Context: an optimization exercise on an open-source flow, tuned for small area. The choices shown serve that exercise and are no tape-out recipe.
RTL that was checked went through simulation tests only; none was proved equivalent to the original.
No functional check of the RTL was part of run 2.
Power is estimated from default activity; no workload was simulated.

===== design/flow/design.v =====
module keyunit (		
	input      clk   ,		  
	input      rstn  ,    
	input      key   ,       
	output reg shape         
	);
	parameter delay=99;  
	reg [6:0]t20ms;
	reg       t    ;
	reg [ 1:0]cm   ;
	always@(posedge clk or negedge rstn)     
		if(!rstn) t <= 1'b1;
		else t <= key;
	wire thl = t&&(!key);     
	wire tlh = (!t)&&key;     
	always@(posedge clk or negedge rstn)
		begin
			if(!rstn)begin
				shape <= 0;
				t20ms <= 0;
				cm    <= 0;
			end else case(cm)
				0:begin
					if(thl)begin   
						cm    <= 1;
						shape <= 0;
						t20ms <= 0;
					end else begin
						shape <= 0;
						t20ms <= 0;
						cm    <= 0;
					end 
				end
				1:begin
					if(t20ms == delay)begin     
						shape <= 0;
						t20ms <= 0;
						cm    <= 2;
					end else begin
						shape <= 0;
						t20ms <= t20ms+1;
						cm    <= 1;
					end
				end
				2:begin 
					if(tlh)begin   
						shape <= 0;
						t20ms <= 0;
						cm    <= 3;
					end else begin
						shape <= 0;
						t20ms <= 0;
						cm    <= 2;
					end
				end
				3:begin
					if(t20ms == delay)begin     
						shape <= 1;
						t20ms <= 0;
						cm    <= 0;
					end else begin
						shape <= 0;
						t20ms <= t20ms+1;
						cm    <= 3;
					end
				end
				default:begin
					shape <= 0;
					t20ms <= 0;
					cm    <= 0;
				end
			endcase
		end
endmodule
module clock (clk,set,reset,Less_in,Middle_in,Big_in,Sec,Min,Hour,sign_out,Less_uart,Middle_uart,Big_uart,uart_sign);
input set,reset,Less_in,Middle_in,Big_in,clk,uart_sign;
output reg sign_out;
output reg [6:0]Sec;
output reg [6:0] Min;
output reg [6:0] Hour;
input [6:0]Less_uart,Middle_uart,Big_uart;
reg [12:0] count;
wire flag;
reg clk2;
always@ (posedge clk,negedge reset)
begin
if (!reset)
begin
count <= 0;
clk2 <= 1'b0;
end
else
begin
if (count == 5000)
begin
count <= 1'b0;
clk2 <= 1'b1;
end
else 
begin
count <= count + 1;
clk2 <= 1'b0;
end
end
end 
assign flag = clk2;
always@ (posedge clk , negedge reset)
begin
if (!reset)
begin
Sec <= 6'd58;
Min <= 6'd58;
Hour <= 6'd23;
sign_out <= 1'b0;
end
else if (flag && !set)
begin
if(Sec == 59 && Min != 59 && Hour <=23)  
begin 
Min <= Min + 1;
Sec <= 0;
end
else if (Hour == 23 && Min == 59 && Sec == 59 )  
begin
Hour <= 0;
Min <= 0;
Sec <= 0;
sign_out <= 1'b1;
end
else if (Hour < 23 && Min == 59 && Sec == 59 )  
begin
Hour <= Hour + 1 ;
Min <= 0;
Sec <= 0;
end
else  
begin
Sec <= Sec + 1;
sign_out <= 1'b0;
end
end
else if(set && !uart_sign)
begin
if(Less_in == 1'b1 && Middle_in == 1'b0 && Big_in == 1'b0)
begin
if(Sec == 59) Sec <= 6'b0;
else Sec <= Sec + 1;
end
else if(Less_in == 1'b0 && Middle_in == 1'b1 && Big_in == 1'b0)
begin
if(Min == 59) Min <= 6'b0;
else Min <= Min + 1;
end
else if(Less_in == 1'b0 && Middle_in == 1'b0 && Big_in == 1'b1)
begin
if(Hour == 23) Hour <= 6'b0;
else Hour <= Hour + 1;
end
end
else if (set && uart_sign)
begin
Sec <= Less_uart;
Min <= Middle_uart;
Hour <= Big_uart;
end
end
endmodule
module claendar (clk,Less,Middle,Big,Day,Month,Year,sign_in,reset,set,Less_uart,Middle_uart,Big_uart,uart_sign);
input clk,Less,Middle,Big,sign_in,reset,set,uart_sign;
input [6:0]Less_uart,Middle_uart,Big_uart;
output reg [6:0]Year;
output reg [6:0]Day;
output reg [6:0]Month;
reg [0:0] x;
wire sign2;
reg flag;
reg [2:0] y;
always@ (posedge clk,negedge reset)
begin
if (!reset)
begin
x <= 0;
flag <= 1'b0;
end
else if (sign_in == 1'b1 && flag == 0)
begin
x <= 1'b1;
flag <= 1'b1;
end
else if (sign_in == 1'b1 && flag == 1) x <= 1'b0;
else if (sign_in == 1'b0 && flag == 1) flag <= 1'b0;
end
assign sign2 = x[0];
always@ (posedge clk,negedge reset)
begin
if (!reset) y <= 1;
else
case (Month)
7'd1 : y <= 1;
7'd2 : begin if (Year % 4 == 0)y <= 2;else y<=3; end
7'd3 : y <= 1;
7'd4 : y <= 4;
7'd5 : y <= 1;
7'd6 : y <= 4;
7'd7 : y <= 1;
7'd8 : y <= 1;
7'd9 : y <= 4;
7'd10 : y <= 1;
7'd11  : y <= 4;
7'd12 : y <= 1;
default y <= 0;
endcase
end
always@(posedge clk,negedge reset)
begin
if (!reset)
begin
Year <= 7'd24;
Day <= 7'd3;
Month <= 7'd3;
end
else if (set == 1 && uart_sign == 0)
begin
if (Less == 1'b1 && Middle == 1'b0 && Big == 1'b0)
begin
if (Day >= 30 && y==4) Day <= 1;
else if (Day >=31 && y==1) Day <= 1;
else if (Day >= 28 && y==3) Day <= 1;
else if (Day >= 29 && y==2) Day <= 1;
else Day <= Day + 1;
end
else if (Less == 1'b0 && Middle == 1'b1 && Big == 1'b0)
begin
if (Month >= 12)
begin
Month <= 7'd1;
end
else Month <= Month + 1;
end
else if (Less == 1'b0 && Middle ==1'b0 && Big == 1'b1) Year <= Year + 1;
end
else if (set == 1 && uart_sign == 1)
begin
Day <= Less_uart;
Month <= Middle_uart;
Year <= Big_uart;
end
else if (sign2 == 1)
begin
if (Day >= 30 && y==4) 
begin
Day <= 1;
Month <= Month + 1;
end
else if (Day >=31 && y==1) 
begin
Day <= 1;
Month <= Month +1;
end
else if (Day >= 28 && y==3)
begin
Day <= 1;
Month <= Month +1;
end
else if (Day >= 29 && y==2) 
begin
Day <= 1;
Month <= Month +1;
end
else if (Month >12)
begin
Year <= Year + 1;
Month <= 1'b1;
end
else Day <= Day + 1;
end
end
endmodule
module alarm (clk,set,reset,Sec,Min,Hour,Less_in,Big_in,Middle_in,stop,Sec_in,Min_in,Hour_in,music_out,Less_uart,Middle_uart,Big_uart,uart_sign);
input [6:0]Sec_in,Min_in,Hour_in;
input uart_sign;
input set,reset,Less_in,Big_in,Middle_in,clk,stop;
input [6:0] Less_uart,Middle_uart,Big_uart;
output reg [6:0]Sec;
output reg [6:0]Min;
output reg [6:0]Hour;
output reg music_out;
always@ (posedge clk,negedge reset) 
begin
if(!reset)
begin
Sec <= 6'd00;
Min <= 6'd59;
Hour <= 6'd23;
end
else if (set == 1 && uart_sign == 0)
begin
if (Less_in == 1'b1 && Middle_in == 1'b0 && Big_in == 1'b0)
begin
if (Sec >= 6'd59) Sec <= 6'd0;
else Sec <= Sec + 1;
end
else if (Less_in == 1'b0 && Middle_in == 1'b1 && Big_in == 1'b0)
begin
if (Min >= 6'd59) Min <= 6'd0;
else Min <= Min + 1;
end
else if (Less_in == 1'b0 && Middle_in == 1'b0 && Big_in == 1'b1)
begin
if (Hour >= 6'd23) Hour <= 6'd0;
else Hour <= Hour + 1;
end
end
else if (set == 1 && uart_sign == 1)
begin
Sec <= Less_uart;
Min <= Middle_uart;
Hour <=Big_uart;
end 
end
always@(posedge clk , negedge reset)
begin
if (!reset)
begin
music_out <= 1'b0;
end
else if (!stop)
begin
music_out <= 1'b0;
end
else if(Sec == Sec_in && Min == Min_in && Hour == Hour_in)
begin
music_out <= 1'b1;
end
end
endmodule
module baoshi (clk,reset,S_in,M_in,buzz,set_time);
input [6:0] S_in,M_in;
input set_time;
input clk,reset;
output reg buzz;
reg [5:0] count1,count2;
reg clk_1,clk_2;
always@ (posedge clk,negedge reset)
	begin
		if (!reset)
			begin
				count1 <= 0;
				clk_1 <= 1'b0;
			end
		else if (count1 == 62) 
			begin
				count1 <= 0;
				clk_1 <= ~clk_1;
			end
		else count1 <= count1 +  1;
	end
always@ (posedge clk,negedge reset)
	begin
		if (!reset)
			begin
				count2 <= 0;
				clk_2 <= 1'b0;
			end
		else if (count2 == 50 ) 
			begin
				count2 <= 0;
				clk_2 <= ~clk_2;
			end
		else count2 <= count2 +  1;
	end
always@ (posedge clk,negedge reset)
	begin
	if (!reset) buzz <= 1'b0;
	else if(set_time == 0)
	begin
		if(S_in == 50 && M_in ==59) buzz <= clk_2;
		else if(S_in == 52 && M_in ==59) buzz <= clk_2;
		else if(S_in == 54 && M_in ==59) buzz <= clk_2;
		else if(S_in == 56 && M_in ==59) buzz <= clk_2;
		else if(S_in == 58 && M_in ==59) buzz <= clk_2;
		else if(S_in == 0 && M_in ==0) buzz <= clk_1;
	end
	end
endmodule
module choosedisplay (clk,clock,calendar,set_time,set_clock,set_calendar,out,reset);
input clk,clock,calendar,set_time,set_clock,set_calendar,reset;
output reg [2:0]out;
reg [13:0] x;
reg flag;
always@ (posedge clk,negedge reset)
begin
if (!reset)
begin
flag <= 1'b0;
x <= 0;
out <= 3'b000;
end
else if (flag == 1'b1)
begin
if (x + 1 == 32'd15000)
begin
flag <= 1'b0;
x <= 0;
end
else x <= x + 1;
end
else if (calendar == 1'b0)
begin
out <= 3'b100;
flag <= 1'b1;
end
else if (clock == 1'b0)
begin
out <= 3'b010;
flag <= 1'b1;
end
else if (set_time == 1'b1) out <= 3'b000;
else if (set_calendar == 1'b1) out <= 3'b100;
else if (set_clock == 1'b1) out <= 3'b010;
else
begin
out <= 3'b000;
flag <= 1'b0;
end
end 
endmodule
module choosesend (
input [6:0]Less,
input [6:0]Middle,
input [6:0]Big,
input set_clock,
input set_ala,
input set_cla,
output [6:0]Less_clock,
output [6:0]Middle_clock,
output [6:0]Big_clock,
output [6:0]Less_cla,
output [6:0]Middle_cla,
output [6:0]Big_cla,
output [6:0]Less_ala,
output [6:0]Middle_ala,
output [6:0]Big_ala
);
assign Less_clock = Less;
assign Middle_clock = Middle;
assign Big_clock = Big;
assign Less_ala = Less;
assign Middle_ala = Middle;
assign Big_ala = Big;
assign Less_cla = Less;
assign Middle_cla = Middle;
assign Big_cla = Big;
endmodule
module distributor (clk,reset,Less_clock,Middle_clock,Big_clock,Less_cla,Middle_cla,Big_cla,Less_ala,Middle_ala,Big_ala,address,Less_out,Middle_out,Big_out);
input reset,clk;
input [6:0] Less_clock,Middle_clock,Big_clock,Less_cla,Middle_cla,Big_cla,Less_ala,Middle_ala,Big_ala;
output reg [6:0] Less_out,Middle_out,Big_out;
input [2:0]address;
always@ (posedge clk,negedge reset)
begin
if (!reset)
begin
Less_out <= 7'd0;
Middle_out <= 7'd0;
Big_out <= 7'd0;
end
else if (address == 3'b000)
begin
Less_out <= Less_clock;
Middle_out <= Middle_clock;
Big_out <= Big_clock;
end 
else if (address == 3'b010)
begin
Less_out <= Less_ala;
Middle_out <= Middle_ala;
Big_out <= Big_ala;
end 
else if (address == 3'b100)
begin
Less_out <= Less_cla;
Middle_out <= Middle_cla;
Big_out <= Big_cla;
end 
end 
endmodule
module display (clk,reset,L,M,B,DIG,Digitron_Out,stop,in);
input stop;
input[2:0]in;
input clk,reset;
input [6:0]L;
input [6:0]M;
input [6:0]B;
output reg [5:0]DIG;
output reg [7:0]Digitron_Out;
reg [4:0] x; reg [3:0] count;
reg clk_out;
always@ (posedge clk,negedge reset)
begin
if (!reset)
begin
x <= 0;
clk_out <= 1'b0;
end
else if (x == 24)
begin
clk_out <= ~clk_out;
x <= 0;
end
else x <= x + 1;
end
always@ (posedge clk,negedge reset)   
begin
if (!reset) DIG <= 6'b111110;
else if (x == 24 && !clk_out) DIG <= {DIG[0],DIG[5:1]};
end
always@ (posedge clk,negedge reset)
begin
if (!reset)
begin
count <= 0;
Digitron_Out <= 8'b00000000;
end
else if (L != 60 && !(stop ==0 && in == 3'b010))
begin
if (DIG[0]==0)
begin
count <= L%10;
case (count)
4'b0000 : {Digitron_Out[7:0]} <= 8'b00111111;
4'b0001 : {Digitron_Out[7:0]} <= 8'b00000110;
4'b0010 : {Digitron_Out[7:0]} <= 8'b01011011;
4'b0011 : {Digitron_Out[7:0]} <= 8'b01001111;
4'b0100 : {Digitron_Out[7:0]} <= 8'b01100110;
4'b0101 : {Digitron_Out[7:0]} <= 8'b01101101;
4'b0110 : {Digitron_Out[7:0]} <= 8'b01111101;
4'b0111 : {Digitron_Out[7:0]} <= 8'b00000111;
4'b1000 : {Digitron_Out[7:0]} <= 8'b01111111;
4'b1001 : {Digitron_Out[7:0]} <= 8'b01101111;
default;
endcase
end
else if (DIG[1]==0)
begin
count <= L/10;
case (count)
4'b0000 : {Digitron_Out[7:0]} <= 8'b00111111;
4'b0001 : {Digitron_Out[7:0]} <= 8'b00000110;
4'b0010 : {Digitron_Out[7:0]} <= 8'b01011011;
4'b0011 : {Digitron_Out[7:0]} <= 8'b01001111;
4'b0100 : {Digitron_Out[7:0]} <= 8'b01100110;
4'b0101 : {Digitron_Out[7:0]} <= 8'b01101101;
4'b0110 : {Digitron_Out[7:0]} <= 8'b01111101;
4'b0111 : {Digitron_Out[7:0]} <= 8'b00000111;
4'b1000 : {Digitron_Out[7:0]} <= 8'b01111111;
4'b1001 : {Digitron_Out[7:0]} <= 8'b01101111;
default;
endcase
end
else if (DIG[2]==0)
begin
count <= M%10;
case (count)
4'b0000 : {Digitron_Out[7:0]} <= 8'b10111111;
4'b0001 : {Digitron_Out[7:0]} <= 8'b10000110;
4'b0010 : {Digitron_Out[7:0]} <= 8'b11011011;
4'b0011 : {Digitron_Out[7:0]} <= 8'b11001111;
4'b0100 : {Digitron_Out[7:0]} <= 8'b11100110;
4'b0101 : {Digitron_Out[7:0]} <= 8'b11101101;
4'b0110 : {Digitron_Out[7:0]} <= 8'b11111101;
4'b0111 : {Digitron_Out[7:0]} <= 8'b10000111;
4'b1000 : {Digitron_Out[7:0]} <= 8'b11111111;
4'b1001 : {Digitron_Out[7:0]} <= 8'b11101111;
default;
endcase
end
else if (DIG[3]==0)
begin
count <= M/10;
case (count)
4'b0000 : {Digitron_Out[7:0]} <= 8'b00111111;
4'b0001 : {Digitron_Out[7:0]} <= 8'b00000110;
4'b0010 : {Digitron_Out[7:0]} <= 8'b01011011;
4'b0011 : {Digitron_Out[7:0]} <= 8'b01001111;
4'b0100 : {Digitron_Out[7:0]} <= 8'b01100110;
4'b0101 : {Digitron_Out[7:0]} <= 8'b01101101;
4'b0110 : {Digitron_Out[7:0]} <= 8'b01111101;
4'b0111 : {Digitron_Out[7:0]} <= 8'b00000111;
4'b1000 : {Digitron_Out[7:0]} <= 8'b01111111;
4'b1001 : {Digitron_Out[7:0]} <= 8'b01101111;
default;
endcase
end
else if (DIG[4]==0)
begin
count <= B%10;
case (count)
4'b0000 : {Digitron_Out[7:0]} <= 8'b10111111;
4'b0001 : {Digitron_Out[7:0]} <= 8'b10000110;
4'b0010 : {Digitron_Out[7:0]} <= 8'b11011011;
4'b0011 : {Digitron_Out[7:0]} <= 8'b11001111;
4'b0100 : {Digitron_Out[7:0]} <= 8'b11100110;
4'b0101 : {Digitron_Out[7:0]} <= 8'b11101101;
4'b0110 : {Digitron_Out[7:0]} <= 8'b11111101;
4'b0111 : {Digitron_Out[7:0]} <= 8'b10000111;
4'b1000 : {Digitron_Out[7:0]} <= 8'b11111111;
4'b1001 : {Digitron_Out[7:0]} <= 8'b11101111;
default;
endcase
end
else if (DIG[5]==0)
begin
count <= B/10;
case (count)
4'b0000 : {Digitron_Out[7:0]} <= 8'b00111111;
4'b0001 : {Digitron_Out[7:0]} <= 8'b00000110;
4'b0010 : {Digitron_Out[7:0]} <= 8'b01011011;
4'b0011 : {Digitron_Out[7:0]} <= 8'b01001111;
4'b0100 : {Digitron_Out[7:0]} <= 8'b01100110;
4'b0101 : {Digitron_Out[7:0]} <= 8'b01101101;
4'b0110 : {Digitron_Out[7:0]} <= 8'b01111101;
4'b0111 : {Digitron_Out[7:0]} <= 8'b00000111;
4'b1000 : {Digitron_Out[7:0]} <= 8'b01111111;
4'b1001 : {Digitron_Out[7:0]} <= 8'b01101111;
default;
endcase
end
end
else if (L == 60|| (stop ==0 && in == 3'b010))  
begin
Digitron_Out <= 8'b01000000;
end
end
endmodule 
module music (
  input key,
  input clk,
  input reset,
  output reg beep
);
  parameter C4 = 262;
  parameter D4 = 294;
  parameter E4 = 330;
  parameter F4 = 349;
  parameter G4 = 392;
  parameter A4 = 440;
  parameter B4 = 494;
  parameter C5 = 523;
  parameter D5 = 587;
  parameter E5 = 659;
  parameter F5 = 698;
  parameter G5 = 784;
  parameter A5 = 880;
  parameter B5 = 988;
  parameter C6 = 1047;
  parameter D6 = 1175;
  parameter E6 = 1319;
  parameter F6 = 1397;
  parameter G6 = 1568;
  parameter A6 = 1760;
  parameter B6 = 1976;
  parameter C7 = 2093;
  parameter D7 = 2349;
  parameter E7 = 2637;
  parameter F7 = 2794;
  parameter G7 = 3136;
  parameter A7 = 3520;
  parameter B7 = 3951;
  parameter D8 = 4699;
  parameter E8 = 5274;
  parameter C8 = 4186;
  parameter F8 = 5588;
  parameter R = 0;
  parameter WHOLE = 5000 / 4;
  parameter HALF = WHOLE / 2;
  parameter QUARTER = HALF / 2;
  parameter EIGHTH = QUARTER / 2;
  parameter SIXTEENTH = EIGHTH / 2;
  parameter THIRTYSECOND = SIXTEENTH / 2;
  reg [31:0] clk2;
  reg quarter;
  reg [11:0] counter2;
  reg [5:0] count1,count2,count3,count4,count5,count6,count7,count8,count9,count10,count11,count12,count13,count14,count15,count16,count17,count18,count19,count20,count21,count0,count22,count23,count24,count25,count26,count27,count28,count29,count30,count31;
  always@ (posedge clk,negedge reset)  
	begin
		if (!reset) begin clk2[0] <= 1'b0; count0 <= 0; end
		else if (count0 == 25000/C4-1) begin clk2[0] <= ~clk2[0]; count0 <= 0; end
		else count0 <= count0 + 1;
	end
  always@ (posedge clk,negedge reset)  
	begin
		if (!reset) begin clk2[1] <= 1'b0; count1 <= 0; end
		else if (count1 == 25000/D4-1) begin clk2[1] <= ~clk2[1]; count1 <= 0; end
		else count1 <= count1 + 1;
	end
  always@ (posedge clk,negedge reset)  
	begin
		if (!reset) begin clk2[2] <= 1'b0; count2 <= 0; end
		else if (count2 == 25000/E4-1) begin clk2[2] <= ~clk2[2]; count2 <= 0; end
		else count2 <= count2 + 1;
	end
  always@ (posedge clk,negedge reset)  
	begin
		if (!reset) begin clk2[3] <= 1'b0; count3 <= 0; end
		else if (count3 == 25000/F4-1) begin clk2[3] <= ~clk2[3]; count3 <= 0; end
		else count3 <= count3 + 1;
	end
  always@ (posedge clk,negedge reset)  
	begin
		if (!reset) begin clk2[4] <= 1'b0; count4 <= 0; end
		else if (count4 == 25000/G4-1) begin clk2[4] <= ~clk2[4]; count4 <= 0; end
		else count4 <= count4 + 1;
	end
  always@ (posedge clk,negedge reset)  
	begin
		if (!reset) begin clk2[5] <= 1'b0; count5 <= 0; end
		else if (count5 == 25000/A4-1) begin clk2[5] <= ~clk2[5]; count5 <= 0; end
		else count5 <= count5 + 1;
	end
  always@ (posedge clk,negedge reset)  
	begin
		if (!reset) begin clk2[6] <= 1'b0; count6 <= 0; end
		else if (count6 == 25000/B4-1) begin clk2[6] <= ~clk2[6]; count6 <= 0; end
		else count6 <= count6 + 1;
	end
  always@ (posedge clk,negedge reset)  
	begin
		if (!reset) begin clk2[7] <= 1'b0; count7 <= 0; end
		else if (count7 == 25000/C5-1) begin clk2[7] <= ~clk2[7]; count7 <= 0; end
		else count7 <= count7 + 1;
	end
  always@ (posedge clk,negedge reset)  
	begin
		if (!reset) begin clk2[8] <= 1'b0; count8 <= 0; end
		else if (count8 == 25000/D5-1) begin clk2[8] <= ~clk2[8]; count8 <= 0; end
		else count8 <= count8 + 1;
	end
  always@ (posedge clk,negedge reset)  
	begin
		if (!reset) begin clk2[9] <= 1'b0; count9 <= 0; end
		else if (count9 == 25000/E5-1) begin clk2[9] <= ~clk2[9]; count9 <= 0; end
		else count9 <= count9 + 1;
	end
  always@ (posedge clk,negedge reset)  
	begin
		if (!reset) begin clk2[10] <= 1'b0; count10 <= 0; end
		else if (count10 == 25000/F5-1) begin clk2[10] <= ~clk2[10]; count10 <= 0; end
		else count10 <= count10 + 1;
	end
  always@ (posedge clk,negedge reset)  
	begin
		if (!reset) begin clk2[11] <= 1'b0; count11 <= 0; end
		else if (count11 == 25000/G5-1) begin clk2[11] <= ~clk2[11]; count11 <= 0; end
		else count11 <= count11 + 1;
	end
  always@ (posedge clk,negedge reset)  
	begin
		if (!reset) begin clk2[12] <= 1'b0; count12 <= 0; end
		else if (count12 == 25000/A5-1) begin clk2[12] <= ~clk2[12]; count12 <= 0; end
		else count12 <= count12 + 1;
	end
  always@ (posedge clk,negedge reset)  
	begin
		if (!reset) begin clk2[13] <= 1'b0; count13 <= 0; end
		else if (count13 == 25000/B5-1) begin clk2[13] <= ~clk2[13]; count13 <= 0; end
		else count13 <= count13 + 1;
	end
  always@ (posedge clk,negedge reset)  
	begin
		if (!reset) begin clk2[14] <= 1'b0; count14 <= 0; end
		else if (count14 == 25000/C6-1) begin clk2[14] <= ~clk2[14]; count14 <= 0; end
		else count14 <= count14 + 1;
	end
  always@ (posedge clk,negedge reset)  
	begin
		if (!reset) begin clk2[15] <= 1'b0; count15 <= 0; end
		else if (count15 == 25000/D6-1) begin clk2[15] <= ~clk2[15]; count15 <= 0; end
		else count15 <= count15 + 1;
	end
  always@ (posedge clk,negedge reset)  
	begin
		if (!reset) begin clk2[16] <= 1'b0; count16 <= 0; end
		else if (count16 == 25000/E6-1) begin clk2[16] <= ~clk2[16]; count16 <= 0; end
		else count16 <= count16 + 1;
	end
  always@ (posedge clk,negedge reset)  
	begin
		if (!reset) begin clk2[17] <= 1'b0; count17 <= 0; end
		else if (count17 == 25000/F6-1) begin clk2[17] <= ~clk2[17]; count17 <= 0; end
		else count17 <= count17 + 1;
	end
  always@ (posedge clk,negedge reset)  
	begin
		if (!reset) begin clk2[18] <= 1'b0; count18 <= 0; end
		else if (count18 == 25000/G6-1) begin clk2[18] <= ~clk2[18]; count18 <= 0; end
		else count18 <= count18 + 1;
	end
  always@ (posedge clk,negedge reset)  
	begin
		if (!reset) begin clk2[19] <= 1'b0; count19 <= 0; end
		else if (count19 == 25000/A6-1) begin clk2[19] <= ~clk2[19]; count19 <= 0; end
		else count19 <= count19 + 1;
	end
  always@ (posedge clk,negedge reset)  
	begin
		if (!reset) begin clk2[20] <= 1'b0; count20 <= 0; end
		else if (count20 == 25000/B6-1) begin clk2[20] <= ~clk2[20]; count20 <= 0; end
		else count20 <= count20 + 1;
	end
  always@ (posedge clk,negedge reset)  
	begin
		if (!reset) begin clk2[21] <= 1'b0; count21 <= 0; end
		else if (count21 == 25000/C7-1) begin clk2[21] <= ~clk2[21]; count21 <= 0; end
		else count21 <= count21 + 1;
	end
  always@ (posedge clk,negedge reset)  
	begin
		if (!reset) begin clk2[22] <= 1'b0; count22 <= 0; end
		else if (count22 == 25000/D7-1) begin clk2[22] <= ~clk2[22]; count22 <= 0; end
		else count22 <= count22 + 1;
	end
  always@ (posedge clk,negedge reset)  
	begin
		if (!reset) begin clk2[23] <= 1'b0; count23 <= 0; end
		else if (count23 == 25000/E7-1) begin clk2[23] <= ~clk2[23]; count23 <= 0; end
		else count23 <= count23 + 1;
	end
  always@ (posedge clk,negedge reset)  
	begin
		if (!reset) begin clk2[24] <= 1'b0; count24 <= 0; end
		else if (count24 == 25000/F7-1) begin clk2[24] <= ~clk2[24]; count24 <= 0; end
		else count24 <= count24 + 1;
	end
  always@ (posedge clk,negedge reset)  
	begin
		if (!reset) begin clk2[25] <= 1'b0; count25 <= 0; end
		else if (count25 == 25000/G7-1) begin clk2[25] <= ~clk2[25]; count25 <= 0; end
		else count25 <= count25 + 1;
	end
  always@ (posedge clk,negedge reset)  
	begin
		if (!reset) begin clk2[26] <= 1'b0; count26 <= 0; end
		else if (count26 == 25000/A7-1) begin clk2[26] <= ~clk2[26]; count26 <= 0; end
		else count26 <= count26 + 1;
	end
  always@ (posedge clk,negedge reset)  
	begin
		if (!reset) begin clk2[27] <= 1'b0; count27 <= 0; end
		else if (count27 == 25000/B7-1) begin clk2[27] <= ~clk2[27]; count27 <= 0; end
		else count27 <= count27 + 1;
	end
  always@ (posedge clk,negedge reset)  
	begin
		if (!reset) begin clk2[28] <= 1'b0; count28 <= 0; end
		else if (count28 == 25000/D8-1) begin clk2[28] <= ~clk2[28]; count28 <= 0; end
		else count28 <= count28 + 1;
	end
  always@ (posedge clk,negedge reset)  
	begin
		if (!reset) begin clk2[29] <= 1'b0; count29 <= 0; end
		else if (count29 == 25000/E8-1) begin clk2[29] <= ~clk2[29]; count29 <= 0; end
		else count29 <= count29 + 1;
	end
  always@ (posedge clk,negedge reset)  
	begin
		if (!reset) begin clk2[30] <= 1'b0; count30 <= 0; end
		else if (count30 == 25000/C8-1) begin clk2[30] <= ~clk2[30]; count30 <= 0; end
		else count30 <= count30 + 1;
	end
  always@ (posedge clk,negedge reset)  
	begin
		if (!reset) begin clk2[31] <= 1'b0; count31 <= 0; end
		else if (count31 == 25000/F8-1) begin clk2[31] <= ~clk2[31]; count31 <= 0; end
		else count31 <= count31 + 1;
	end
  always@ (posedge clk,negedge reset)  
	begin 
		if (!reset)
			begin
				counter2 <= 0;
				quarter <= 1'b0;
			end
		else if (counter2 == 2747)
			begin
				counter2 <= 0;
				quarter <= 1'b1;
			end
		else
			begin
				counter2 <= counter2 + 1;
				quarter <= 1'b0;
			end
	end
  reg [6:0] flag;
	always@ (posedge clk,negedge reset)
		begin
			if (!reset) flag <= 97;
			else if (quarter) begin
			if (flag <= 0)  flag <= 97;
			else if (key == 1'b0) flag <= 97;
			else flag <= flag - 1;
			end
		end
	always@ (posedge clk,negedge reset)
		begin
		if (!reset) beep <= 1'b0;
		else if(key == 1'b1)begin
			case (flag)
				96 : beep <= clk2 [9];
				95 : beep <= clk2[11];
				94 : beep <= clk2[14];
				93 : beep <= clk2[16];
				92 : beep <= clk2[16];
				91 : beep <= clk2[16];
				90 : beep <= clk2[16];
				89 : beep <= clk2[17];
				88 : beep <= clk2[15];
				87 : beep <= clk2[15];
				86 : beep <= clk2[15];
				85 : beep <= clk2[15];
				84 : beep <= 0;
				83 : beep <= clk2[15];
				82 : beep <= clk2[15];
				81 : beep <= clk2[18];
				80 : beep <= clk2[13];
				79 : beep <= clk2[14];
				78 : beep <= clk2[14];
				77 : beep <= clk2[14];
				76 : beep <= clk2[14];
				75 : beep <= clk2[16];
				74 : beep <= clk2[17];
				73 : beep <= clk2[18];
				72 : beep <= clk2[14];
				71 : beep <= clk2[14];
				70 : beep <= clk2[14];
				69 : beep <= clk2[15];
				68 : beep <= clk2[15];
				67 : beep <= clk2[16];
				66 : beep <= clk2[16];
				65 : beep <= clk2[16];
				64 : beep <= clk2[16];
				63 : beep <= clk2[9];
				62 : beep <= clk2[11];
				61 : beep <= clk2[14];
				60 : beep <= clk2[16];
				59 : beep <= clk2[16];
				58 : beep <= clk2[16];
				57 : beep <= clk2[16];
				56 : beep <= clk2[17];
				55 : beep <= clk2[15];
				54 : beep <= clk2[15];
				53 : beep <= clk2[15];
				52 : beep <= clk2[15];
				51 : beep <= clk2[15];
				50 : beep <= clk2[15];
				49 : beep <= clk2[18];
				48 : beep <= clk2[13];
				47 : beep <= clk2[14];
				46 : beep <= clk2[14];
				45 : beep <= clk2[14];
				44 : beep <= clk2[14];
				43 : beep <= clk2[16];
				42 : beep <= clk2[17];
				41 : beep <= clk2[18];
				40 : beep <= clk2[14];
				39 : beep <= clk2[14];
				38 : beep <= clk2[14];
				37 : beep <= clk2[15];
				36 : beep <= clk2[15];
				35 : beep <= clk2[14];
				34 : beep <= clk2[14];
				33 : beep <= clk2[8];
				32 : beep <= clk2[10];
				31 : beep <= clk2[9];
				30 : beep <= clk2[9];
				29 : beep <= clk2[10];
				28 : beep <= clk2[11];
				27 : beep <= clk2[11];
				26 : beep <= clk2[11];
				25 : beep <= clk2[11];
				24 : beep <= clk2[11];
				23 : beep <= clk2[11];
				22 : beep <= clk2[12];
				21 : beep <= clk2[13];
				20 : beep <= clk2[14];
				19 : beep <= clk2[14];
				18 : beep <= clk2[14];
				17 : beep <= clk2[14];
				16 : beep <= clk2[14];  
				15 : beep <= clk2[14];
				14 : beep <= clk2[13];
				13 : beep <= clk2[15];
				12 : beep <= clk2[12];
				11 : beep <= clk2[12];
				10 : beep <= clk2[11];
				9  : beep <= clk2[11];
				8  : beep <= clk2[15];
				7  : beep <= clk2[15];
				6  : beep <= clk2[14];
				5  : beep <= clk2[16];
				4  : beep <= clk2[16];
				3  : beep <= clk2[16];
				2  : beep <= clk2[16];
				1  : beep <= clk2[16];
				0  : beep <= clk2[16];
				default;
				endcase 
		end
		end
  endmodule 
module receive (
input uart,
input clk,
input reset,
output reg [6:0]Less,
output reg [6:0]Middle,
output reg [6:0]Big
);
reg [47:0]led_out;
reg uart_d;  
reg [4:0] x;
reg clk_2;  
reg [6:0] cnt;
reg flag;
always@ (posedge clk,negedge reset)  
begin
if (!reset)
begin
x <= 0;
clk_2 <= 1'b0;
end
else if (x == 25)  
begin
x <= 1'b0;
clk_2 <= 1'b1;
end
else 
begin
x <= x + 1;
clk_2 <= 1'b0;
end 
end 
always@ (posedge clk,negedge reset)
begin
if (!reset)
begin
uart_d <= 1'b1;
flag <= 1'b0;
cnt <= 0;
led_out <= 48'd0;
Big <= 7'd0;
Middle <= 7'd0;
Less <= 7'd0;
end
else if (clk_2)
begin
uart_d <= uart;
if (uart_d == 1'b1 && uart == 1'b0)
begin 
flag <= 1'b1;
end 
else flag <= 1'b0;
if (flag==1'b1 && cnt == 1'b0)
begin
cnt <= cnt + 1;
end
else if (cnt >= 119) cnt <= 1'b0;
else if (cnt != 0 && cnt <= 118) cnt <= cnt + 1;
case (cnt)
1 : led_out[47] <= uart;
3 : led_out[46] <= uart;
5 : led_out[45] <= uart;
7 : led_out[44] <= uart;
9 : led_out[43] <= uart;
11 : led_out[42] <= uart;
13 : led_out[41] <= uart;
15 : led_out[40] <= uart;
21 : led_out[39] <= uart;
23 : led_out[38] <= uart;
25 : led_out[37] <= uart;
27 : led_out[36] <= uart;
29 : led_out[35] <= uart;
31 : led_out[34] <= uart;
33 : led_out[33] <= uart;
35 : led_out[32] <= uart;
41 : led_out[31] <= uart;
43 : led_out[30] <= uart;
45 : led_out[29] <= uart;
47 : led_out[28] <= uart;
49 : led_out[27] <= uart;
51 : led_out[26] <= uart;
53 : led_out[25] <= uart;
55 : led_out[24] <= uart;
61 : led_out[23] <= uart;
63 : led_out[22] <= uart;
65 : led_out[21] <= uart;
67 : led_out[20] <= uart;
69 : led_out[19] <= uart;
71 : led_out[18] <= uart;
73 : led_out[17] <= uart;
75 : led_out[16] <= uart;
81 : led_out[15] <= uart;
83 : led_out[14] <= uart;
85 : led_out[13] <= uart;
87 : led_out[12] <= uart;
89 : led_out[11] <= uart;
91 : led_out[10] <= uart;
93 : led_out[9] <= uart;
95 : led_out[8] <= uart;
101 : led_out[7] <= uart;
103 : led_out[6] <= uart;
105 : led_out[5] <= uart;
107 : led_out[4] <= uart;
109 : led_out[3] <= uart;
111 : led_out[2] <= uart;
113 : led_out[1] <= uart;
115 : led_out[0] <= uart;
default ;
endcase
if (cnt == 116)  
begin
Big <= {led_out[44],led_out[45],led_out[46],led_out[47]}*10 + {led_out[36],led_out[37],led_out[38],led_out[39]};
Middle <= {led_out[28],led_out[29],led_out[30],led_out[31]}*10 + {led_out[20],led_out[21],led_out[22],led_out[23]};
Less <= {led_out[12],led_out[13],led_out[14],led_out[15]}*10 + {led_out[4],led_out[5],led_out[6],led_out[7]};
end
end
end
endmodule
module send (
input clk,
input reset,
input [6:0]Sec,
input [6:0]Min,
input [6:0]Hour,
input [6:0]Day,
input [6:0]Month,
input [6:0]Year,
output  uart
);
reg [169:0]remember;
reg [5:0] x;
reg clk_2;
reg uart_wire;
wire [3:0] Min_low,Min_high,Hour_low,Hour_high,Day_low,Day_high,Month_low,Month_high,Year_low,Year_high;
assign Min_low = Min%10;
assign Min_high = Min/10;
assign Hour_low = Hour%10;
assign Hour_high = Hour/10;
assign Day_low = Day%10;
assign Day_high = Day/10;
assign Month_low = Month%10;
assign Month_high = Month/10;
assign Year_low = Year%10;
assign Year_high = Year/10;
always@ (posedge clk,negedge reset)  
begin
if (!reset)
remember <= 170'b0010011001_0000011001_0010011001_0001011001_0101101001_0000011001_0010011001_0101101001_0100011001_0101011001_0000001001_0010011001_0100011001_0010111001_0001011001_0101011001_0101100001;
else begin
remember[148:145] <= {Year_high[0],Year_high[1],Year_high[2],Year_high[3]};
remember[138:135] <= {Year_low[0],Year_low[1],Year_low[2],Year_low[3]};
remember[118:115] <= {Month_high[0],Month_high[1],Month_high[2],Month_high[3]};
remember[108:105] <= {Month_low[0],Month_low[1],Month_low[2],Month_low[3]};
remember[88:85] <= {Day_high[0],Day_high[1],Day_high[2],Day_high[3]};
remember[78:75] <= {Day_low[0],Day_low[1],Day_low[2],Day_low[3]};
remember[58:55] <= {Hour_high[0],Hour_high[1],Hour_high[2],Hour_high[3]};
remember[48:45] <= {Hour_low[0],Hour_low[1],Hour_low[2],Hour_low[3]};
remember[28:25] <= {Min_high[0],Min_high[1],Min_high[2],Min_high[3]};
remember[18:15] <= {Min_low[0],Min_low[1],Min_low[2],Min_low[3]};
end
end
always@ (posedge clk,negedge reset)  
begin
if (!reset)
begin
clk_2 <= 1'b0;
x <= 0;
end
else if (x == 51)
begin
clk_2 <= 1'b1;
x <= 1'b0;
end 
else 
begin
clk_2 <= 1'b0;
x <= x + 1;
end
end
reg [8:0] y;
reg flag;  
always@(posedge clk,negedge reset)
begin
if (!reset)
begin
y <= 339;
flag <= 1'b0;
uart_wire <= 1'b1;
end
else if (clk_2)
begin
if (Sec == 0) flag <= 0;
else if (y <= 0)
begin
y <= 339;
flag <= 1;
end
else if (y > 0 && flag == 0)
begin
y <= y - 1;
end
if (Sec == 0) uart_wire <= 1'b1;
else if(flag == 0 && y>169) uart_wire <= remember[y - 170];
else if (flag == 0 && y<=169) uart_wire <= remember[y];
end
end
assign uart =(y<=169)? uart_wire : 1'b1;
endmodule
module alarmclock (clk,set_time,set_clock,set_calendar,reset,Less_in,Middle_in,Big_in,DIG,Digitron_Out,buzz,stop,clock,calendar,uart,uart_sign,uart_out);
input clk,reset,Less_in,Middle_in,Big_in,stop,uart,uart_sign;
input set_time,set_clock,set_calendar;
input clock,calendar;
output wire uart_out;
output [5:0]DIG;
output [7:0]Digitron_Out;
wire [6:0] Sec,Min,Hour,Sec_out,Min_out,Hour_out,Less_out,Middle_out,Big_out,Day,Month,Year;
wire sign_out;
wire pressa,pressb,pressc;
output buzz;
wire music_out;
wire beep1,beep2;
wire [2:0]out;
wire [6:0]Less_uart,Middle_uart,Big_uart;
wire [6:0]Less_clock_uart, Middle_clock_uart,Big_clock_uart,Less_cla_uart,Middle_cla_uart,Big_cla_uart,Less_ala_uart,Middle_ala_uart,Big_ala_uart;
clock U1 (clk,set_time,reset,pressa,pressb,pressc,Sec,Min,Hour,sign_out,Less_clock_uart,Middle_clock_uart,Big_clock_uart,uart_sign);
display U2 (clk,reset,Less_out,Middle_out,Big_out,DIG,Digitron_Out,stop,out);
keyunit U3 (clk,reset,Less_in,pressa);
keyunit U10 (clk,reset,Middle_in,pressb);
keyunit U11 (clk,reset,Big_in,pressc);
baoshi U4 (clk,reset,Sec,Min,beep1,set_time);
claendar U5 (clk,pressa,pressb,pressc,Day,Month,Year,sign_out,reset,set_calendar,Less_cla_uart,Middle_cla_uart,Big_cla_uart,uart_sign);
alarm U7 (clk,set_clock,reset,Sec_out,Min_out,Hour_out,pressa,pressc,pressb,stop,Sec,Min,Hour,music_out,Less_ala_uart,Middle_ala_uart,Big_ala_uart,uart_sign);
music U6 (music_out,clk,reset,beep2);
distributor U8 (clk,reset,Sec,Min,Hour,Day,Month,Year,Sec_out,Min_out,Hour_out,out,Less_out,Middle_out,Big_out);
choosedisplay U9 (clk,clock,calendar,set_time,set_clock,set_calendar,out,reset);
receive U12 (uart,clk,reset,Less_uart,Middle_uart,Big_uart);
choosesend U13 (Less_uart,Middle_uart,Big_uart,set_time,set_clock,set_calendar,Less_clock_uart,Middle_clock_uart,Big_clock_uart,Less_cla_uart,Middle_cla_uart,Big_cla_uart,Less_ala_uart,Middle_ala_uart,Big_ala_uart);
send U14 (clk,reset,Sec,Min,Hour,Day,Month,Year, uart_out);
assign buzz = (music_out ==1'b1)? beep2:beep1;
endmodule

===== design/flow/run.sh =====
#!/bin/bash
# synth_recipe.tcl (not shown) runs the flow's synth.tcl, then flattens the netlist and writes it again
# the make line also repeats each setting of config.mk as NAME=value (left out here)
make -C /OpenROAD-flow-scripts/flow DESIGN_CONFIG=/design/flow/config.mk WORK_HOME=/design/flow/orfs CLKGATE_MAP_FILE= SYNTH_SCRIPT=/design/flow/synth_recipe.tcl finish

===== design/flow/config.mk =====
export PLATFORM = sky130hd
export DESIGN_NAME = alarmclock
export DESIGN_NICKNAME = alarmclock
export VERILOG_FILES = /design/flow/design.v
export SDC_FILE = /design/flow/constraint.sdc
export NUM_CORES = 4
export LEC_CHECK = 0
export ABC_AREA = 1
export CAP_MARGIN = 20
export CORE_MARGIN = 2
export CORE_UTILIZATION = 40
export SLEW_MARGIN = 20

===== design/flow/constraint.sdc =====
create_clock -name core_clock -period 10.0 [get_ports {clk}]
set_input_delay 2.0000 -clock core_clock [delete_from_list [all_inputs] [get_ports {clk}]]
set_output_delay 2.0000 -clock core_clock [all_outputs]
set_load 0.01 [all_outputs]

==> results of run 1 <==
==> worst max-delay path, delay by kind of cell, from the launching register on <==
| family | cells | cell delay (ns) |
|---|---|---|
| AOI/OAI and AO/OA | 2 | 0.28 |
| adders and majority gates | 1 | 0.37 |
| buffers and inverters | 3 | 1.10 |
| DFF | 1 | 0.76 |
| and+or+nand+nor | 5 | 0.63 |
==> logic make-up (layout without fill, tap and decap cells) <==
family          Yosys count  in the layout
compound gates          614            614
xor+xnor                139            139
fa+ha+maj               123            123
buf+inv                 583            644
flops                   410            410
mux                      14             14
other cells               0              1
simple gates           1405           1405
==> metal layers <==
metal	wire, um	share of wire	GRT usage
met5	26	0.00042	0
met4	2713	0.043	0.08203
met2	27010	0.43	0.2942
met3	3554	0.057	0.03001
met1	29130	0.47	0.2658
==> cells in the final DEF, fill, tap and decap left out, drive strengths merged, types with 31 or more instances in the layout <==
| master | instances |
|---|---|
| a21oi | 159 |
| a31oi | 61 |
| clkbuf | 67 |
| dfrtp | 353 |
| dfstp | 57 |
| ha | 117 |
| inv | 510 |
| nand2 | 622 |
| nand3 | 198 |
| nand4 | 44 |
| nor2 | 368 |
| nor3 | 86 |
| o21ai | 227 |
| o22ai | 49 |
| xnor2 | 31 |
| xor2 | 108 |
==> state kept, by name, summed over array words and instances, names as in the netlist, 8 cells and up <==
register / count
U14.remember: 40
U12.led_out: 24
U9.x: 14
U1.count: 13
U6.counter2: 12
U6.clk2: 11
U14.y: 9
U2.Digitron_Out: 8
==> synth_stat cells, drive strengths merged (25+ instances only) <==
library cell	n	area [um^2]
a31oi	61	381.6
ha	117	1464
dfrtp	353	8833
nand3	198	1034
inv	507	1903
nand4	44	287.8
nor3	86	451.7
dfstp	57	1498
o21ai	227	1174
o22ai	49	306.5
nor2	368	1464
or2	25	156.4
a21oi	159	803.3
clkbuf	61	229.0
xnor2	31	271.5
nand2	622	2432
xor2	108	968.4
==> how the worst max path moves through the flow <==
| stage | start | endpoint | slack (ns) |
|---|---|---|---|
| 4_1_cts | U14.y[1] | uart_out | 4.24 |
| 3_3_place_gp | U14.y[1] | uart_out | 4.94 |
| 6_report | U14.y[1] | uart_out | 4.25 |
| 3_5_place_dp | U14.y[1] | uart_out | 4.88 |
| 5_1_grt | U14.y[1] | uart_out | 4.01 |
| 2_1_floorplan | U14.y[2] | uart_out | 5.85 |
==> metrics by stage <==
step	setup slack, ns	power (mW)	utilization
floorplan	5.846	3.390	-
global placement	4.943	3.802	0.4215
detailed placement	4.880	3.816	0.4216
CTS	4.244	5.804	0.4501
global route	4.005	6.158	0.4503
finish	4.252	5.747	0.4504
==> where the power goes <==
part | switching (mW) | total [mW] | internal (mW)
combinational | 1.16 | 1.78 | 0.622
sequential | 0.161 | 2.01 | 1.85
clock | 0.765 | 1.95 | 1.19
total | 2.09 | 5.75 | 3.66
==> layout make-up <==
class	count	area (um^2)	share of cell area
clock inverter	27	330.3	0.01165
timing repair buffer	36	370.4	0.01306
tap	846	1059	0.03733
inverter	514	1929	0.06803
clock buffer	67	1466	0.05171
sequential	410	10330	0.3643
antenna	1	2.502	0.00008824
multi-input combinational	2295	12870	0.4538
==> flow_metrics.py, run 1 <==
metrics = {
    "status": {
        "outcome": "no timing/DRC/antenna violations",
    },
    "logic_synthesis": {
        "avgSynthCellArea_um2": 7.726,
        "ys_seq_area_frac": 0.4067,
        "yosys.area_share.adder": 0.06236,
        "synth_top_flop_cell": "dfrtp_1",
        "netlist_area_um2": 25400,
        "synth_warnings": 11,
        "synth_seq_cells": 410,
        "synth_xor_area_frac": 0.04881,
        "synthDistinctLibCells": 76,
        "synth_top_family_by_area": "simple AND/OR/NAND/NOR gates",
        "synth_edf_count": 0,
        "synth_cells": 3288,
        "async_flop_share": 1.000,
        "synth-simple-area-share": 0.2465,
        "syn_nets": 3424,
        "synth_compound_area_frac": 0.1427,
        "synth_mux_area_frac": 0.005566,
    },
    "critical_path": {
        "r2r_start": "U14.y[1]",
        "path_class": "register to output pin",
        "cp_cell_sequence": "inv_1, ha_1, or2_2, nand2_1, nand2_1, nand2_1, a21oi_1, inv_1, o21ai_0, nand2_1, clkdlybuf4s50_1",
        "startpoint_type": "register",
        "cp.arrival_ns": 3.75,
        "cp_common_cell": "nand2_1",
        "crit_slowest_cell": "dfstp_2",
        "end_kind": "output pin",
        "ff2ff_path_depth": 20,
        "crit_fanout": 25,
        "r2r_end": "U14.uart_wire",
        "cp.required_ns": 8.00,
        "r2r_slack_ns": 5.98,
        "crit_path_max_incr_delay_ns": 0.76,
    },
    "pwr": {
        "powerDensity_nw_per_um2": 202.7,
        "power_leakage_nw": 13.36,
        "ir_drop_mv": 0.1335,
    },
    "detailed_routing": {
        "viasPerCell": 5.144,
        "ant_nets": 0,
        "dr.pass1.iters": 6,
        "totalWireLength_um": 62440,
        "first_iter_violations": 1826,
        "routedWlPerCell_um": 14.88,
        "vias": 21583,
        "drc": 0,
    },
    "timing": {
        "finClkSkew_ns": 0.02265,
        "holdWs_ns": 0.4195,
        "maxSlewViolCount": 0,
        "maxSlewHeadroom": 0.2678,
        "setup_viol": 0,
        "max_slew.worst_pin.slew_ns": 1.090,
        "timing.final.crit_share": 0.5748,
        "hold_viol_final": 0,
        "tns_ns": 0,
        "rsz0062_at_grt": "no",
        "period_minus_slack_ns": 5.748,
        "max_freq_mhz": 174.0,
    },
    "clock_network": {
        "cts_sinks": 410,
        "hold_buffers": 0,
        "path_clk_slew_ns": 0.06,
        "post_cts_buffers": 0,
        "cts_max_level": 2,
        "post_cts_resized": 0,
        "cts_made_buffers": 50,
        "cts_tree": "yes",
        "cts_buffer_depth": 3,
        "ctsRootBufferMaster": "clkbuf_16",
        "clock_latency_ns": 0.61,
    },
    "die": {
        "rows": 92,
        "start_util": 0.4034,
        "ios": 29,
        "coreArea_um2": 62970,
        "die_width_um": 256,
        "dieHeight_um": 256,
        "dieArea_um2": 65540,
    },
    "placed_design": {
        "io_buffers": 28,
        "postPlaceCellArea_um2": 26550,
        "dp_hpwl_um": 45730,
        "gp_congestion": 0.9488,
        "dp_cells": 4101,
    },
    "hold_path": {
        "holdPathStages": 0,
        "holdPathEnd": "U14.remember[48]",
        "hold_start": "U1.Hour[0]",
        "min_path_type": "register to register",
    },
    "run": {
        "maxCapViolations": 0,
    },
    "global_routing": {
        "antenna_found_initial": 2,
        "first_global_vias": 20220,
        "grt-ovfl-total": 0,
        "grt_pass1_wl_um": 104000,
        "grtUsageTotal": 0.1908,
        "grt_max_degree": 145,
    },
    "final_layout": {
        "fin_area_um2": 28360,
        "synthToLayoutAreaGrowth_pct": 11.64,
        "drive_above_1_share": 0.08510,
        "nets": 3443,
        "final_cells": 4196,
        "fillCellCount": 6313,
    },
}
==> run 2: changes to the inputs <==
--- a/design/flow/design.v
+++ b/design/flow/design.v
@@ -5,7 +5,7 @@
 	output reg shape         
 	);
 	parameter delay=99;  
-	reg [6:0]t20ms;
+	reg [19:0]t20ms;
 	reg       t    ;
 	reg [ 1:0]cm   ;
 	always@(posedge clk or negedge rstn)     
@@ -79,7 +79,7 @@
 output reg [6:0] Min;
 output reg [6:0] Hour;
 input [6:0]Less_uart,Middle_uart,Big_uart;
-reg [12:0] count;
+integer count;
 wire flag;
 reg clk2;
 always@ (posedge clk,negedge reset)
@@ -171,10 +171,10 @@
 output reg [6:0]Year;
 output reg [6:0]Day;
 output reg [6:0]Month;
-reg [0:0] x;
+integer x;
 wire sign2;
 reg flag;
-reg [2:0] y;
+integer y;
 always@ (posedge clk,negedge reset)
 begin
 if (!reset)
@@ -339,7 +339,7 @@
 input set_time;
 input clk,reset;
 output reg buzz;
-reg [5:0] count1,count2;
+integer count1,count2;
 reg clk_1,clk_2;
 always@ (posedge clk,negedge reset)
 	begin
@@ -386,7 +386,7 @@
 module choosedisplay (clk,clock,calendar,set_time,set_clock,set_calendar,out,reset);
 input clk,clock,calendar,set_time,set_clock,set_calendar,reset;
 output reg [2:0]out;
-reg [13:0] x;
+integer x;
 reg flag;
 always@ (posedge clk,negedge reset)
 begin
@@ -494,7 +494,7 @@
 input [6:0]B;
 output reg [5:0]DIG;
 output reg [7:0]Digitron_Out;
-reg [4:0] x; reg [3:0] count;
+integer x,count;
 reg clk_out;
 always@ (posedge clk,negedge reset)
 begin
@@ -680,8 +680,8 @@
   parameter THIRTYSECOND = SIXTEENTH / 2;
   reg [31:0] clk2;
   reg quarter;
-  reg [11:0] counter2;
-  reg [5:0] count1,count2,count3,count4,count5,count6,count7,count8,count9,count10,count11,count12,count13,count14,count15,count16,count17,count18,count19,count20,count21,count0,count22,count23,count24,count25,count26,count27,count28,count29,count30,count31;
+  integer counter2;
+  integer count1,count2,count3,count4,count5,count6,count7,count8,count9,count10,count11,count12,count13,count14,count15,count16,count17,count18,count19,count20,count21,count0,count22,count23,count24,count25,count26,count27,count28,count29,count30,count31;
   always@ (posedge clk,negedge reset)  
 	begin
 		if (!reset) begin clk2[0] <= 1'b0; count0 <= 0; end
@@ -892,7 +892,7 @@
 				quarter <= 1'b0;
 			end
 	end
-  reg [6:0] flag;
+  integer flag;
 	always@ (posedge clk,negedge reset)
 		begin
 			if (!reset) flag <= 97;
@@ -1019,9 +1019,9 @@
 );
 reg [47:0]led_out;
 reg uart_d;  
-reg [4:0] x;
+integer x;
 reg clk_2;  
-reg [6:0] cnt;
+integer cnt;  
 reg flag;
 always@ (posedge clk,negedge reset)  
 begin
@@ -1139,7 +1139,7 @@
 output  uart
 );
 reg [169:0]remember;
-reg [5:0] x;
+integer x;
 reg clk_2;
 reg uart_wire;
 wire [3:0] Min_low,Min_high,Hour_low,Hour_high,Day_low,Day_high,Month_low,Month_high,Year_low,Year_high;
@@ -1188,7 +1188,7 @@
 x <= x + 1;
 end
 end
-reg [8:0] y;
+integer y;
 reg flag;  
 always@(posedge clk,negedge reset)
 begin
--- a/design/flow/config.mk
+++ b/design/flow/config.mk
@@ -5,7 +5,6 @@
 export SDC_FILE = /design/flow/constraint.sdc
 export NUM_CORES = 4
 export LEC_CHECK = 0
-export ABC_AREA = 1
 export CAP_MARGIN = 20
 export CORE_MARGIN = 2
 export CORE_UTILIZATION = 40
==> run 2 against run 1 <==
Still clean on timing, DRC and antenna. Largest power group is now the clock network. Worst setup slack got worse by 0.10 ns. Count of clock-buffer cells in the layout grew 104. Highest routed layer is now met4. First-iteration DRC count grew 44%. Critical endpoint unchanged. Die area rose by 110%.
==> flow_metrics.py, run 2 <==
metrics = {
    "status": {
        "outcome": "no timing/DRC/antenna violations",
    },
    "logic_synthesis": {
        "ys_seq_area_frac": 0.4739,
        "synth_top_flop_cell": "dfrtp_1",
        "avgSynthCellArea_um2": 9.799,
        "synth_cells": 5538,
        "synth_warnings": 11,
        "syn_nets": 5668,
        "async_flop_share": 1.000,
        "synth_area_leaders": "dfrtp_1 (45%), xnor2_1 (8.6%), xor2_1 (3.9%), nor2_1 (3.6%), nand3_1 (3.3%)",
        "post-synth-top-count-cell": "dfrtp_1",
        "synth_top_cell_area_share": 0.4464,
        "synth_commonest_cells": "dfrtp_1 (968), xnor2_1 (534), nor2_1 (525), nand2_1 (462), nand3_1 (355)",
        "synth_area_leader_cell": "dfrtp_1",
        "netlist_area_um2": 54270,
        "synth_edf_count": 0,
        "synthDistinctLibCells": 113,
        "synth_seq_cells": 1025,
    },
    "clock_network": {
        "cts_tree": "yes",
        "cts_max_level": 3,
        "ctsRootBufferMaster": "clkbuf_16",
        "path_clk_slew_ns": 0.07,
        "hold_buffers": 0,
        "post_cts_resized": 0,
        "post_cts_buffers": 0,
        "cts_buffer_depth": 3,
        "cts_made_buffers": 112,
        "clock_latency_ns": 0.72,
        "cts_sinks": 1025,
    },
    "die": {
        "coreArea_um2": 135100,
        "start_util": 0.4016,
        "rows": 135,
        "die_width_um": 372.3,
        "dieArea_um2": 138600,
        "ios": 29,
        "dieHeight_um": 372.3,
    },
    "detailed_routing": {
        "dr.pass1.iters": 5,
        "totalWireLength_um": 115500,
        "ant_nets": 0,
        "first_iter_violations": 2629,
        "vias": 40001,
        "drc": 0,
        "viasPerCell": 5.421,
        "routedWlPerCell_um": 15.65,
    },
    "global_routing": {
        "grt-ovfl-total": 0,
        "antenna_found_initial": 2,
        "grt_pass1_wl_um": 196300,
        "grtUsageTotal": 0.1669,
        "first_global_vias": 38888,
        "grt_max_degree": 169,
    },
    "pwr": {
        "power_leakage_nw": 26.22,
        "p_total_mw": 9.483,
        "powerDensity_nw_per_um2": 157.6,
        "ir_drop_mv": 0.1387,
    },
    "placed_design": {
        "postPlaceCellArea_um2": 56100,
        "dp_slack_ns": 4.915,
        "gp_congestion": 0.8766,
        "dp_hpwl_um": 77390,
        "io_buffers": 28,
    },
    "final_layout": {
        "final_common_cell": "dfrtp_1",
        "fillCellCount": 12815,
        "fin_area_um2": 60190,
        "nets": 5629,
        "drive_above_1_share": 0.07577,
        "multi_input_area_um2": 27040,
        "largest_reg_flops": 40,
        "final_cell_mix": "dfrtp_1 (968), xnor2_1 (534), nor2_1 (523), nand2_1 (462), nand3_1 (355)",
        "synthToLayoutAreaGrowth_pct": 10.91,
        "top_register": "U14.remember",
        "seq_area_um2": 25720,
        "final_util": 0.4454,
    },
    "critical_path": {
        "crit_path_max_incr_delay_ns": 0.57,
        "crit_slowest_cell": "a211oi_4",
        "crit_fanout": 25,
        "cp.required_ns": 8.00,
        "cp.arrival_ns": 3.85,
        "end_kind": "output pin",
        "startpoint_type": "register",
        "cp_cell_sequence": "inv_1, ha_1, and4bb_1, a211o_4, a211oi_4, o21bai_1, clkdlybuf4s50_1",
        "r2r_start": "U8.Less_out[5]",
        "r2r_end": "U2.count[21]",
        "path_class": "register to output pin",
        "r2r_slack_ns": 5.45,
        "ff2ff_path_depth": 17,
    },
    "timing": {
        "max_freq_mhz": 170.9,
        "maxSlewHeadroom": 0.3512,
        "max_slew.worst_pin.slew_ns": 0.9732,
        "setup_viol": 0,
        "finClkSkew_ns": 0.02344,
        "setup_ws_ns": 4.149,
        "timing.final.crit_share": 0.5851,
        "period_minus_slack_ns": 5.851,
        "maxSlewViolCount": 0,
        "hold_viol_final": 0,
        "tns_ns": 0,
        "rsz0062_at_grt": "no",
    },
    "hold_path": {
        "min_path_type": "register to register",
        "hold_start": "U5.Day[0]",
        "holdPathStages": 0,
        "holdPathEnd": "U14.remember[78]",
    },
    "run": {
        "maxCapViolations": 0,
    },
}
[run 2: kinds of logic after synthesis]
family	synth area share
buffers and inverters	0.02815
muxes	0.02326
and+or+nand+nor	0.2259
DFF	0.4739
AOI/OAI and AO/OA	0.09294
adders and majority gates	0.03057
xor gates and xnor gates	0.1252
[run 2: layout make-up]
cell class	instances	area share
clock inverters	40	0.01164
clock buffers	171	0.05561
repair buffers	57	0.009313
well taps	1781	0.03702
inverters	157	0.009791
diodes	2	0.00008315
flip-flops and latches	1025	0.4273
multi-input cells	4146	0.4492
[run 2: worst max-delay path, delay by kind of cell, from the launching register on]
family | cells | cell delay, ns
adder cells (fa/ha/maj) | 1 | 0.32
flip-flops | 1 | 0.52
AO/OA/AOI/OAI | 3 | 1.11
AND/OR/NAND/NOR | 1 | 0.24
buffers and inverters | 2 | 0.94
[run 2: report_power, final]
group	leakage [nW]	internal, mW	total, mW	switching (mW)
logic	10.6	0.231	0.561	0.330
registers	13.6	4.28	4.44	0.155
clock network	1.97	2.74	4.49	1.74
total	26.2	7.25	9.48	2.23
[run 2: worst max path at each step]
stage | from | slack, ns | cells after the start | end
2_1_floorplan | U14.y[0] | 5.55 | 9 | uart_out
3_3_place_gp | U14.y[0] | 4.99 | 7 | uart_out
3_5_place_dp | U14.y[0] | 4.91 | 7 | uart_out
4_1_cts | U14.y[0] | 4.13 | 7 | uart_out
5_1_grt | U14.y[0] | 3.90 | 7 | uart_out
6_report | U14.y[0] | 4.15 | 7 | uart_out
[run 2: per-layer routing]
metal / vias to the layer above / GRT usage / wire length, um
li1: 19545 / - / -
met1: 19512 / 0.2361 / 55210
met2: 745 / 0.2658 / 52500
met3: 199 / 0.02622 / 5059
met4: 0 / 0.04433 / 2721
met5: - / 0 / 0
[run 2: per-stage QoR]
stage                     hold slack (ns)  instances
after detailed placement           0.4455       7165
final                              0.4528       7379
after floorplan                    0.3931       5538
after global routing               0.4591       7377
after global placement             0.4445       7165
after CTS                          0.4563       7376

re-timing with driven ports:
The results above use ideal ports. As a check the final layouts listed here were re-extracted and re-timed, cells and wires unchanged. Step 1, drivers: a clkbuf_16 drives clk and a buf_2 each remaining input, both assumed. Step 2 times the ports against the registers' clock, not the clock port: input delays grow and output delays shrink by t, the midpoint of the rising clock arrivals with the driver on. Three values: no drivers, after step 1, after step 2; two values: the first two.
run	t (ns)	slack for setup (ns)	hold slack, ns	slew at the worst register clock pin (ns)	worst data-port slew with drivers (ns)
run 1	0.651	4.252 / 4.193 / 4.845	0.419 / 0.419 / 0.419	0.06 / 0.06	0.07
run 2	0.778	4.149 / 4.078 / 4.857	0.453 / 0.453 / 0.453	0.07 / 0.07	0.14
After both steps setup and hold are still met in every run listed.
